This is an optimization exercise on Yosys and OpenROAD, whose aim is small area, a short achievable clock period and few clock cycles per item, not a production implementation.
In this exercise RTL edits were held to simulation tests only and were not proved equivalent to the original.

==> v12: inputs <==
// insertionSort
module insertionSort #(
    parameter NUM_VALS = 32,
    parameter SIZE_DATA = 16
)(
    input  logic                          i_clk,
    input  logic                          i_rst_n,
    input  logic                          i_start,
    input  logic [NUM_VALS*SIZE_DATA-1:0] i_data,
    output logic                          o_done,
    output logic [NUM_VALS*SIZE_DATA-1:0] o_data
);
export LEC_CHECK = 0
export ABC_AREA = 1
export CAP_MARGIN = 20
export CORE_AREA = 2 2 378 378
export CTS_CLUSTER_DIAMETER = 120
export CTS_CLUSTER_SIZE = 20
export DIE_AREA = 0 0 380 380
export SLEW_MARGIN = 20
create_clock -name core_clock -period 10.0 [get_ports {i_clk}]
standard.sh (not shown) runs the stock make flow with config.mk's settings and CLKGATE_MAP_FILE= SYNTH_SCRIPT=/design/flow/synth_recipe.tcl, a recipe that flattens the netlist after the stock synthesis.
==> flow/flow/run.sh <==
#!/bin/bash
# The standard ORFS layout (the standard.sh, standard synthesis unchanged)
# with two changes: the port buffers the standard flow's flow inserts use a small buffer
# cell instead of the delay buffer buffer_ports picks by default, and repair
# aims for a setup slack margin of MARGIN ns against the 10 ns clock.
# Each tool's output goes to ORFS's own logs under orfs/logs; the make output
# is kept in standard.log.
set -euo pipefail
MARGIN=$(cat flow/margin.txt)
PORTBUF=$(cat flow/portbuf.txt)
bash standard.sh "SETUP_SLACK_MARGIN=${MARGIN}" \
    "BUFFER_PORTS_ARGS=-buffer_cell ${PORTBUF}" finish > standard.log 2>&1
==> flow/flow/margin.txt <==
6.45
==> flow/flow/portbuf.txt <==
sky130_fd_sc_hd__buf_1
==> v15 (differences from v12) <==
--- a/flow/design.v
+++ b/flow/design.v
@@ -1,14 +1,13 @@
 module compare_block #(
     parameter SIZE_DATA = 16
 )(
     input  logic                   i_load,
-    input  logic [1:0]             i_kind,
-    input  logic [7:0]             i_rank,
+    input  logic [4:0]             i_ctl,
     input  logic [4*SIZE_DATA-1:0] i_x,
     input  logic [4*SIZE_DATA-1:0] i_din,
     output logic [4*SIZE_DATA-1:0] o_y
 );
     localparam int W = SIZE_DATA;
     localparam int D = $clog2(SIZE_DATA);
     logic [W-1:0] x [4];
     for (genvar i = 0; i < 4; i++) begin : g_x
@@ -48,41 +47,44 @@
             logic p, q, s;
             p = c[i][(i+1)%4]; q = c[i][(i+2)%4]; s = c[i][(i+3)%4];
             r1h[i][0] = !p & !q & !s;
             r1h[i][1] = (p & !q & !s) | (!p & q & !s) | (!p & !q & s);
             r1h[i][2] = (p & q & !s) | (p & !q & s) | (!p & q & s);
             r1h[i][3] = p & q & s;
         end
     end
+    logic s01, s23;
+    assign s01 = i_ctl[2] & (b[1] ^ i_ctl[3]);
+    assign s23 = i_ctl[2] & (b[11] ^ i_ctl[3]);
     logic [3:0] sel [4];
+    logic [3:0] keep;
+    assign keep[0] = i_ctl[4] | (i_ctl[2] & !s01);
+    assign keep[1] = i_ctl[4] | (i_ctl[2] & !s01);
+    assign keep[2] = i_ctl[4] | (i_ctl[2] & !s23);
+    assign keep[3] = i_ctl[4] | (i_ctl[2] & !s23);
+    always_comb begin
+        for (int i = 0; i < 4; i++) begin
+            sel[0][i] = (i_ctl[0] & r1h[i][0]) | (i_ctl[1] & r1h[i][3]);
+            sel[1][i] = (i_ctl[0] & r1h[i][2]) | (i_ctl[1] & r1h[i][1]);
+            sel[2][i] = (i_ctl[0] & r1h[i][1]) | (i_ctl[1] & r1h[i][2]);
+            sel[3][i] = (i_ctl[0] & r1h[i][3]) | (i_ctl[1] & r1h[i][0]);
+        end
+        sel[0][0] = sel[0][0] | keep[0];
+        sel[1][1] = sel[1][1] | keep[1];
+        sel[2][2] = sel[2][2] | keep[2];
+        sel[3][3] = sel[3][3] | keep[3];
+        sel[0][1] = sel[0][1] | s01;
+        sel[1][0] = sel[1][0] | s01;
+        sel[2][3] = sel[2][3] | s23;
+        sel[3][2] = sel[3][2] | s23;
+    end
     always_comb begin
         for (int k = 0; k < 4; k++) begin
-            sel[k] = 4'b0;
-            case (i_kind)
-                2'd0: sel[k][k] = 1'b1;
-                2'd1: for (int i = 0; i < 4; i++) sel[k][i] = r1h[i][i_rank[2*k +: 2]];
-                default: ;
-            endcase
-        end
-        if (i_kind == 2'd2) begin
-            sel[0] = (b[1] ^ i_rank[0]) ? 4'b0010 : 4'b0001;
-            sel[1] = (b[1] ^ i_rank[0]) ? 4'b0001 : 4'b0010;
-            sel[2] = (b[11] ^ i_rank[2]) ? 4'b1000 : 4'b0100;
-            sel[3] = (b[11] ^ i_rank[2]) ? 4'b0100 : 4'b1000;
-        end else if (i_kind == 2'd3) begin
-            sel[0] = (b[2] ^ i_rank[0]) ? 4'b0100 : 4'b0001;
-            sel[2] = (b[2] ^ i_rank[0]) ? 4'b0001 : 4'b0100;
-            sel[1] = (b[7] ^ i_rank[2]) ? 4'b1000 : 4'b0010;
-            sel[3] = (b[7] ^ i_rank[2]) ? 4'b0010 : 4'b1000;
-        end
-    end
-    always_comb begin
-        for (int k = 0; k < 4; k++) begin
-            o_y[k*W +: W] = i_load ? i_din[k*W +: W] :
+            o_y[k*W +: W] = ({W{i_load}} & i_din[k*W +: W]) |
                             ({W{sel[k][0]}} & x[0]) | ({W{sel[k][1]}} & x[1]) |
                             ({W{sel[k][2]}} & x[2]) | ({W{sel[k][3]}} & x[3]);
         end
     end
 endmodule
 module insertionSort #(
     parameter NUM_VALS = 32,
     parameter SIZE_DATA = 16
@@ -99,39 +101,40 @@
     localparam int G = N / 4;
     localparam int STEPS = 9;
     logic             r_busy;
     logic [3:0]      r_cnt;
     logic [N*W-1:0]   r_key;             
     logic [N*W-1:0]   w_perm;            
     logic [N*W-1:0]   w_next;            
     logic [N*W-1:0]   w_din;             
-    logic [G*2-1:0]   w_kind;            
-    logic [G*8-1:0]   w_rank;            
-    logic [G*2-1:0]   r_kind;            
-    logic [G*8-1:0]   r_rank;            
+    logic [G*5-1:0]  w_ctl;             
+    logic [G*5-1:0]  r_ctl;             
     logic [3:0]      w_step;            
+    logic             w_run;             
     assign w_step = r_busy ? r_cnt + 1'b1 : '0;
-    always_ff @(posedge i_clk) begin
-        r_kind <= w_kind;
-        r_rank <= w_rank;
-    end
-    always_comb begin
-        w_kind = '0;
-        w_rank = '0;
+    assign w_run  = r_busy ? (r_cnt != STEPS-1) : i_start;
+    always_ff @(posedge i_clk or negedge i_rst_n) begin
+        if (!i_rst_n)
+            r_ctl <= '0;
+        else
+            r_ctl <= w_run ? w_ctl : '0;
+    end
+    always_comb begin
+        w_ctl = '0;
         case (w_step)
-            4'd0: begin w_kind = 16'h5555; w_rank = 64'h2727d8d82727d8d8; end
-            4'd1: begin w_kind = 16'h0000; w_rank = 64'he4e4e4e4e4e4e4e4; end
-            4'd2: begin w_kind = 16'h5555; w_rank = 64'h2727d8d82727d8d8; end
-            4'd3: begin w_kind = 16'haaaa; w_rank = 64'h0505050500000000; end
-            4'd4: begin w_kind = 16'h5555; w_rank = 64'h2727d8d82727d8d8; end
-            4'd5: begin w_kind = 16'h5555; w_rank = 64'h27272727d8d8d8d8; end
-            4'd6: begin w_kind = 16'h5555; w_rank = 64'hd8d8d8d8d8d8d8d8; end
-            4'd7: begin w_kind = 16'h5555; w_rank = 64'hd8d8d8d8d8d8d8d8; end
-            4'd8: begin w_kind = 16'haaaa; w_rank = 64'h0000000000000000; end
+            4'd0: w_ctl = 40'h1082110821;
+            4'd1: w_ctl = 40'h8421084210;
+            4'd2: w_ctl = 40'h1082110821;
+            4'd3: w_ctl = 40'h6318c21084;
+            4'd4: w_ctl = 40'h1082110821;
+            4'd5: w_ctl = 40'h1084208421;
+            4'd6: w_ctl = 40'h0842108421;
+            4'd7: w_ctl = 40'h0842108421;
+            4'd8: w_ctl = 40'h2108421084;
             default: ;
         endcase
     end
     assign w_perm[0*W +: W] = r_key[0*W +: W];
     assign w_perm[1*W +: W] = r_key[16*W +: W];
     assign w_perm[2*W +: W] = r_key[4*W +: W];
     assign w_perm[3*W +: W] = r_key[20*W +: W];
     assign w_perm[4*W +: W] = r_key[1*W +: W];
@@ -160,18 +163,17 @@
     assign w_perm[27*W +: W] = r_key[30*W +: W];
     assign w_perm[28*W +: W] = r_key[11*W +: W];
     assign w_perm[29*W +: W] = r_key[27*W +: W];
     assign w_perm[30*W +: W] = r_key[15*W +: W];
     assign w_perm[31*W +: W] = r_key[31*W +: W];
     for (genvar g = 0; g < G; g++) begin : g_grp
         compare_block #(.SIZE_DATA(W)) u_grp (
             .i_load (~r_busy),
-            .i_kind (r_kind[2*g +: 2]),
-            .i_rank (r_rank[8*g +: 8]),
+            .i_ctl  (r_ctl[5*g +: 5]),
             .i_x    (w_perm[4*g*W +: 4*W]),
             .i_din  (w_din[4*g*W +: 4*W]),
             .o_y    (w_next[4*g*W +: 4*W])
         );
     end
     assign w_din[0*W +: W] = i_data[0*W +: W];
     assign w_din[4*W +: W] = i_data[1*W +: W];
     assign w_din[16*W +: W] = i_data[2*W +: W];
==> flow/flow/margin.txt (replaced) <==
6.6
==> flow/config.mk (replaced) <==
export PLATFORM = sky130hd
export DESIGN_NAME = insertionSort
export DESIGN_NICKNAME = insertionSort
export VERILOG_FILES = /design/flow/design.v
export SDC_FILE = /design/flow/constraint.sdc
export NUM_CORES = 8
export LEC_CHECK = 0
export ABC_AREA = 1
export CAP_MARGIN = 20
export CORE_AREA = 2 2 358 358
export CTS_CLUSTER_DIAMETER = 120
export CTS_CLUSTER_SIZE = 20
export DIE_AREA = 0 0 360 360
export PLACE_DENSITY = 0.65
export SLEW_MARGIN = 20
==> comparison <==
Of v15 and v12, v12 has the higher via count (gap 8.0%, measured against v12).
In v15 the flip-flop and latch count is lower than in v12, by 10.
Core utilization: v15 is higher than v12 (2.5 points).
Die area: v15 is lower than v12 (about 10%).
Worst setup slack: v12 is lower than v15 (0.16 ns).
Of v12 and v15, v12 has the higher hold slack (gap 0.032 ns).
In v15 the synthesized cell count is lower than in v12, by 6.3%.
Of v12 and v15, v12 has the higher count of clock-buffer cells in the layout (gap 2).
Testbench counts of v12, summed over its fixed seeds: cycles 1,920, sorts 192.
Testbench counts of v15, summed over its fixed seeds: cycles 1,920, sorts 192.

-- what the ideal ports hide --
The flow's constraints put no driver on any port. The routed layouts listed below were extracted and timed again, unchanged, in two steps. Step 1 (the two cells are an assumption about what drives the block):
set clk [get_ports {i_clk}]
set_driving_cell -lib_cell sky130_fd_sc_hd__clkbuf_16 $clk
set_driving_cell -lib_cell sky130_fd_sc_hd__buf_2 [delete_from_list [all_inputs] $clk]
Step 2 times the ports against the registers' clock, not the clock port: input delays grow and output delays shrink by t, the midpoint of the rising clock arrivals with the driver on. Three values: ideal ports, drivers, drivers and shift; two values: the first two.
| run | t, ns | setup WS [ns] | slew at the worst register clock pin (ns) | worst data-port slew with drivers (ns) | pins driven straight from the clock port |
|---|---|---|---|---|---|
| v12 | 0.764 | 6.382 / 6.312 / 6.382 | 0.11 / 0.11 | 0.26 | 1 |
| v15 | 0.776 | 6.543 / 6.470 / 6.543 | 0.11 / 0.11 | 0.16 | 1 |
After both steps every run listed still meets setup and hold.
